From an optimization exercise on the open Yosys and OpenROAD flow, aimed at small area; shortcuts taken in it are not production practice.
Function was checked by simulation only, so behaviour that the tests miss may differ from the original.

==> run K: inputs <==
Design vending_machine, start of the top module:
module vending_machine(pclk,prst,pvalid,pready,paddr,pwdata,prdata,wr_rd,coin,coin_valid,num_of_tea_reqd,num_of_milk_reqd,num_of_coffee_reqd,num_of_tea_served,num_of_coffee_served,num_of_milk_served,machine_ready);
Settings: LEC_CHECK=0, CAP_MARGIN=5, CORE_MARGIN=2, CORE_UTILIZATION=70, GPL_TIMING_DRIVEN=0, SLEW_MARGIN=5, SYNTH_HIERARCHICAL=1; clock period 12.0 ns.
standard.sh (not shown) runs the stock make flow with config.mk's settings and CLKGATE_MAP_FILE= SYNTH_SCRIPT=/design/flow/synth_recipe.tcl, a recipe that flattens the netlist after the stock synthesis.
==> flow/flow/run.sh <==
#!/bin/bash
# Own layout flow: the standard synthesis, every logic cell set to its smallest
# drive strength (the flow's timing repair sizes up what needs it), port buffers
# of the smallest buffer then the
# standard layout steps.
set -euo pipefail
bash standard.sh synth > synth.log 2>&1
R=orfs/results/$FLOW_PLATFORM/vending_machine/base
openroad -no_init -exit -threads "${NUM_CORES:-4}" \
  -log downsize.log flow/downsize.tcl > downsize.out 2>&1
bash standard.sh "BUFFER_PORTS_ARGS=-buffer_cell sky130_fd_sc_hd__buf_1" \
  "CTS_ARGS=-sink_clustering_enable -repair_clock_nets -dont_use_dummy_load -buf_list {sky130_fd_sc_hd__clkbuf_4 sky130_fd_sc_hd__clkbuf_8} -sink_clustering_size 12 -sink_clustering_max_diameter 60" \
  finish > layout.log 2>&1
==> flow/flow/downsize.tcl <==
# Swap each combinational cell of the synthesized netlist to the smallest-area
# cell of the same family (same name but the drive-strength suffix).
set res orfs/results/$::env(FLOW_PLATFORM)/vending_machine/base
read_db $res/1_synth.odb
set db [ord::get_db]
set lib_masters {}
foreach lib [$db getLibs] {
  foreach m [$lib getMasters] {
    set n [$m getName]
    if {[regexp {^(.*)_([0-9]+)$} $n -> base drive]} {
      dict lappend lib_masters $base $m
    }
  }
}
set dont_use {}
if {[info exists ::env(DONT_USE_CELLS)]} { set dont_use [split $::env(DONT_USE_CELLS)] }
set swapped 0
foreach inst [[[$db getChip] getBlock] getInsts] {
  set m [$inst getMaster]
  set n [$m getName]
  if {![regexp {^(.*)_([0-9]+)$} $n -> base drive]} { continue }
  if {[regexp {df|dl|sdf|edf|conb|tap|fill|decap|clk} $base]} { continue }
  set best $m
  set ba [expr {[$m getWidth] * [$m getHeight]}]
  foreach c [dict get $lib_masters $base] {
    if {[lsearch -exact $dont_use [$c getName]] >= 0} { continue }
    set a [expr {[$c getWidth] * [$c getHeight]}]
    if {$a < $ba} { set best $c; set ba $a }
  }
  if {$best ne $m} {
    $inst swapMaster $best
    incr swapped
  }
}
puts "downsized $swapped instances"
write_db $res/1_synth.odb
==> run H (differences from run K) <==
--- a/flow/config.mk
+++ b/flow/config.mk
@@ -9,3 +9,3 @@
 export CORE_MARGIN = 2
-export CORE_UTILIZATION = 70
+export CORE_UTILIZATION = 80
 export GPL_TIMING_DRIVEN = 0
==> run notes <==
Global route:
- Global routing used 32.7% of the available tracks across all layers.
- The via count of the first global-routing pass was 6273.

Run status:
- The flow ran to the end and the layout has no timing, DRC or antenna violations.

Final layout:
- The final core utilization is 77.1%.

Place:
- The instance count after placement with tap cells included is 957.

STA:
- In the post-route analysis, the smallest setup slack over all paths is 0.398 ns.

Worst hold path:
- The worst hold path terminates at credit[23].

Drt:
- The total vias in the final route is 5915.
The numbers above come from run K.

==> run notes <==
Run status:
- The run finished with no timing, DRC or antenna violations.

Place:
- The number of placed instances, taps included, is 926.

Worst hold path:
- The endpoint with the worst hold slack is credit[25].

Drt:
- The routed layout has 6407 vias.

STA:
- Setup slack closes at 0.219 ns.
The numbers above come from run H.


========
==> run Y <==
Another version of the RTL of vending_machine (not shown whole).
## vending_machine
module vending_machine(pclk,prst,pvalid,pready,paddr,pwdata,prdata,wr_rd,coin,coin_valid,num_of_tea_reqd,num_of_milk_reqd,num_of_coffee_reqd,num_of_tea_served,num_of_coffee_served,num_of_milk_served,machine_ready);
input pclk, prst, coin_valid;
input [2:0] coin;
input pvalid, wr_rd;
input [15:0] paddr;
input [15:0] pwdata;
output reg pready;
output reg [7:0] prdata;
output reg machine_ready;
output reg [3:0] num_of_tea_served;
output reg [3:0] num_of_coffee_served;
output reg [3:0] num_of_milk_served;
input [3:0] num_of_tea_reqd;
input [3:0] num_of_coffee_reqd;
input [3:0] num_of_milk_reqd;
reg [15:0] tea_cost;
reg [15:0] milk_cost;
reg [15:0] coffee_cost;
reg [31:0] credit;
wire base_hit = ~(|paddr[15:4]) & ~(|paddr[1:0]);
wire hit_t = base_hit & (paddr[3:2] == 2'b00);
wire hit_c = base_hit & (paddr[3:2] == 2'b01);
wire hit_m = base_hit & (paddr[3:2] == 2'b10);
wire wr = pvalid & wr_rd;
wire rd = pvalid & ~wr_rd;
wire [15:0] wdata = pwdata & {16{~prst}};
wire we_t = prst | (wr & hit_t);
wire we_c = prst | (wr & hit_c);
wire we_m = prst | (wr & hit_m);
wire re = prst | (rd & (hit_t | hit_c | hit_m));
wire [7:0] rsel = hit_t ? tea_cost[7:0] : hit_c ? coffee_cost[7:0] : milk_cost[7:0];
  ...
clock: 12.0 ns
lec_check: 0
cap_margin: 20
core_margin: 2
core_utilization: 40
slew_margin: 20
synth_hierarchical: 1
==> flow/flow/run.sh <==
#!/bin/bash
# Own layout flow: the standard synthesis, every logic cell set to its smallest
# drive strength (the flow's timing repair sizes up what needs it), port buffers
# of the smallest buffer then the
# standard layout steps.
set -euo pipefail
bash standard.sh synth > synth.log 2>&1
R=orfs/results/$FLOW_PLATFORM/vending_machine/base
openroad -no_init -exit -threads "${NUM_CORES:-4}" \
  -log downsize.log flow/downsize.tcl > downsize.out 2>&1
bash standard.sh "BUFFER_PORTS_ARGS=-buffer_cell sky130_fd_sc_hd__buf_1" finish > layout.log 2>&1
Scripts as last shown in full above: flow/flow/downsize.tcl
==> run E (differences from run Y) <==
--- a/flow/flow/run.sh
+++ b/flow/flow/run.sh
@@ -10,2 +10,4 @@
   -log downsize.log flow/downsize.tcl > downsize.out 2>&1
-bash standard.sh "BUFFER_PORTS_ARGS=-buffer_cell sky130_fd_sc_hd__buf_1" finish > layout.log 2>&1
+bash standard.sh "BUFFER_PORTS_ARGS=-buffer_cell sky130_fd_sc_hd__buf_1" \
+  "CTS_ARGS=-sink_clustering_enable -repair_clock_nets -dont_use_dummy_load -buf_list {sky130_fd_sc_hd__clkbuf_4 sky130_fd_sc_hd__clkbuf_8} -sink_clustering_size 12 -sink_clustering_max_diameter 60" \
+  finish > layout.log 2>&1
CORE_UTILIZATION = 55   (was 40)
==> results.toml <==
[run_status]
outcome = "no timing/DRC/antenna violations"

[power_and_ir_drop]
power_frac_clock = 0.052
p_per_area_mw_per_mm2 = 347.2
switching_power_mw = 1.576

[global_routing]
gr-usage-met3 = 0.06126
gr-usage-all-layers = 0.2565

[cells_and_area]
multi_input_comb_area_mm2 = 0.006431
n_all_buffers = 82

[floorplan]
chipHeight_um = 133.4

[place]
dp_hpwl_um = 17020

[timing]
max_freq_ghz = 0.08987
worstMarginPinSlew_ps = 1112

[routing]
wire_per_inst_um = 19.23
drt-total-wl_um = 21060
vias = 6171
wl_met1_um = 9453

[critical_path]
r2r_end = "credit[2]"
# the run above: run E

==> results.toml <==
[run_status]
outcome = "no timing/DRC/antenna violations"

[critical_path]
r2r_end = "credit[3]"

[floorplan]
chipHeight_um = 155.7

[routing]
wl_met1_um = 9308
wire_per_inst_um = 17.31

[power_and_ir_drop]
power_frac_clock = 0.081
p_per_area_mw_per_mm2 = 343.1

[cells_and_area]
multi_input_comb_area_mm2 = 0.006447

[place]
dp_hpwl_um = 16500

[timing]
worstMarginPinSlew_ps = 1031
# the run above: run Y

## static timing again, ports no longer ideal
In the flow no input, the clock included, has a driving cell. The finished layouts below were timed again as built, in two steps.
Step 1 assumes that a clkbuf_16 drives the clock port and a buf_2 every other input.
Step 2 moves the port delays by t, midway between the first and last clock arrival at a register: inputs arrive t later, outputs are due t later. That takes back most of the time a late clock gives input paths.
Slacks: ideal / step 1 / step 2; pairs: ideal / step 1.
| run | shift t [ns] | setup slack, ns | latest minus earliest clock arrival (ns) |
|---|---|---|---|
| run K | 0.416 | 0.398 / 0.407 / -0.010 | 0.041 / 0.041 |
| run H | 0.417 | 0.219 / 0.226 / -0.191 | 0.028 / 0.028 |
| run Y | 0.402 | 0.947 / 0.972 / 0.570 | 0.007 / 0.007 |
| run E | 0.416 | 0.873 / 0.884 / 0.468 | 0.026 / 0.026 |
With both steps, setup timing fails in run K and run H, where it was met with ideal ports. The setup slack of run H, which loses most, moves by +0.007 ns with the drivers and by -0.410 ns with both steps.
